Source: an optimization exercise on an open RTL-to-GDS flow (aim: small area and a short achievable clock period). Production flows keep margins and buffers that such runs may drop.
In this exercise RTL edits were held to simulation tests only and were not proved equivalent to the original.
No activity file was given, so power comes from the tool's default toggle rates.

// add1
module add1(
	input clk,
	input operation,
	input [15:0] x,y,
	output [15:0] z,
	input [2:0]counter
	);
For scale: about 910 cells after synthesis, roughly 53 I/O pins.
Settings: LEC_CHECK=0, CAP_MARGIN=20, CORE_MARGIN=2, CORE_UTILIZATION=65, PLACE_DENSITY=0.8, SETUP_SLACK_MARGIN=2.0, SLEW_MARGIN=20; clock period 8.5 ns.
standard.sh (not shown) runs the stock make flow with config.mk's settings and CLKGATE_MAP_FILE= SYNTH_SCRIPT=/design/flow/synth_recipe.tcl, a recipe that flattens the netlist after the stock synthesis.
==> flow/flow/run.sh <==
#!/bin/bash
# Own layout flow: the standard ORFS flow (standard.sh) with these changes:
#  - synthesis is synth_recipe.tcl with ORFS synth.tcl patched by flow/patch_synth.py:
#    the RTL's full adder module add1_fa becomes the library full adder cell, no other
#    adder extraction, modules kept apart until after ABC (synth_recipe.tcl flattens them
#    at the end), and ABC maps add1_mcpa (the multiplier's final adder and the
#    selection of the next register values) with
#    flow/abc_fast.script and the rest with flow/abc.script;
#  - ports are buffered with sky130_fd_sc_hd__buf_1;
set -euo pipefail
W=$PWD
python3 flow/patch_synth.py "$FLOW_HOME/scripts/synth.tcl" "$W/flow_synth_mod.tcl" > patch.log 2>&1
sed "s#source \$::env(SCRIPTS_DIR)/synth.tcl#source $W/flow_synth_mod.tcl#" synth_recipe.tcl > flow_synth.tcl
grep -q "flow_synth_mod.tcl" flow_synth.tcl
export MY_ABC_SCRIPT=$W/flow/abc.script
export MY_ABC_SCRIPT_FAST=$W/flow/abc_fast.script
export MY_FAST_MODULES=add1_mcpa
bash standard.sh SYNTH_SCRIPT=$W/flow_synth.tcl synth > flow_synth.log 2>&1
bash standard.sh SYNTH_SCRIPT=$W/flow_synth.tcl "BUFFER_PORTS_ARGS=-buffer_cell sky130_fd_sc_hd__buf_1" SKIP_INCREMENTAL_REPAIR=1 finish > flow_layout.log 2>&1
test -f out/final.def
==> flow/flow/abc.script <==
strash
dch
map -D 3500
buffer -c
topo
stime -c
upsize -c
dnsize -c
==> flow/flow/abc_fast.script <==
strash
dch
map -D 1500
buffer -c
topo
stime -c
upsize -c
dnsize -c
==> flow/flow/patch_synth.py <==
import sys
s = open(sys.argv[1]).read()
def rep(old, new):
    global s
    assert s.count(old) == 1, old
    s = s.replace(old, new)
# the design's full adder module (add1_fa) becomes the library's full adder cell
rep("hierarchy -check -top $::env(DESIGN_NAME)\n",
    "hierarchy -check -top $::env(DESIGN_NAME)\n"
    "chtype -map add1_fa sky130_fd_sc_hd__fa_1\n"
    "hierarchy -check -top $::env(DESIGN_NAME)\n")
# keep the design's modules apart until after ABC (synth_recipe.tcl flattens at the end)
rep("  synth -flatten -run :fine {*}$synth_full_args\n", "  synth -run :fine {*}$synth_full_args\n")
# no other adder extraction
rep("  extract_fa {*}[dont_use_extract_fa_args]\n", "")
# final ABC mapping: the fast modules with one script, the rest with another
rep("  log_cmd abc {*}$abc_args\n",
    "  foreach m $::env(MY_FAST_MODULES) {\n"
    "    log_cmd abc {*}[lreplace $abc_args 1 1 $::env(MY_ABC_SCRIPT_FAST)] $m\n"
    "  }\n"
    "  log_cmd abc {*}[lreplace $abc_args 1 1 $::env(MY_ABC_SCRIPT)] $::env(DESIGN_NAME)\n")
open(sys.argv[2], 'w').write(s)
The starting point went through all stages and came out clean.
Then changed:
--- a/flow/flow/run.sh
+++ b/flow/flow/run.sh
@@ -6,2 +6 @@
-#    at the end), and ABC maps add1_mcpa (the multiplier's final adder and the
-#    selection of the next register values) with
+#    at the end), and ABC maps add1_mcpa (the multiplier's final adder) with
--- a/flow/config.mk
+++ b/flow/config.mk
@@ -10,2 +10,2 @@
-export CORE_UTILIZATION = 65
-export PLACE_DENSITY = 0.8
+export CORE_UTILIZATION = 60
+export PLACE_DENSITY = 0.75
Non-clock buffer count does not change.
Utilization fell by 6.4 points.
Via count came out higher by 0.98%.
Wire length grows by 3.4%.
Synthesized area is unchanged.
Synthesized cell count stays the same.
Then changed:
--- a/flow/config.mk
+++ b/flow/config.mk
@@ -12 +12 @@
-export SETUP_SLACK_MARGIN = 2.0
+export SETUP_SLACK_MARGIN = 2.5
=> Wire length grows by 8.3%. Total power increases by 14%. Design area came out higher by 10%. First-iteration DRC count increases by 59%. Die area is unchanged.
Then changed:
--- a/flow/flow/run.sh
+++ b/flow/flow/run.sh
@@ -6 +6,2 @@
-#    at the end), and ABC maps add1_mcpa (the multiplier's final adder) with
+#    at the end), and ABC maps add1_mcpa (the multiplier's final adder and the
+#    selection of the next register values) with
--- a/flow/config.mk
+++ b/flow/config.mk
@@ -10,3 +10,3 @@
-export CORE_UTILIZATION = 60
-export PLACE_DENSITY = 0.75
-export SETUP_SLACK_MARGIN = 2.5
+export CORE_UTILIZATION = 55
+export PLACE_DENSITY = 0.7
+export SETUP_SLACK_MARGIN = 2.0
Final area decreases by about 9%. Clock-buffer cell count is unchanged. Via count decreases by about 5%. Hold slack got worse by 37 ps.

separate check: timing with driven ports:
In the flow no input, the clock included, has a driving cell. The finished layouts below were timed again as built, in two steps. Step 1, drivers: a clkbuf_16 drives clk and a buf_2 each remaining input, both assumed. Step 2 times the ports against the registers' clock, not the clock port: input delays grow and output delays shrink by t, the midpoint of the rising clock arrivals with the driver on. a / b / c = no drivers / after step 1 / after step 2; a / b = the first two.
run | t (ns) | setup slack, ns | latest minus earliest clock arrival (ns)
the first run | 0.267 | 1.872 / 1.872 / 1.605 | 0.007 / 0.007
the second run | 0.267 | 1.901 / 1.895 / 1.629 | 0.001 / 0.001
the third run | 0.274 | 2.275 / 2.270 / 1.996 | 0.002 / 0.002
the fourth run | 0.273 | 1.876 / 1.880 / 1.608 | 0.002 / 0.001
After both steps setup and hold are still met in every run listed. For the third run, which loses most, drivers alone change the setup slack by -0.005 ns; drivers and shift together by -0.279 ns.
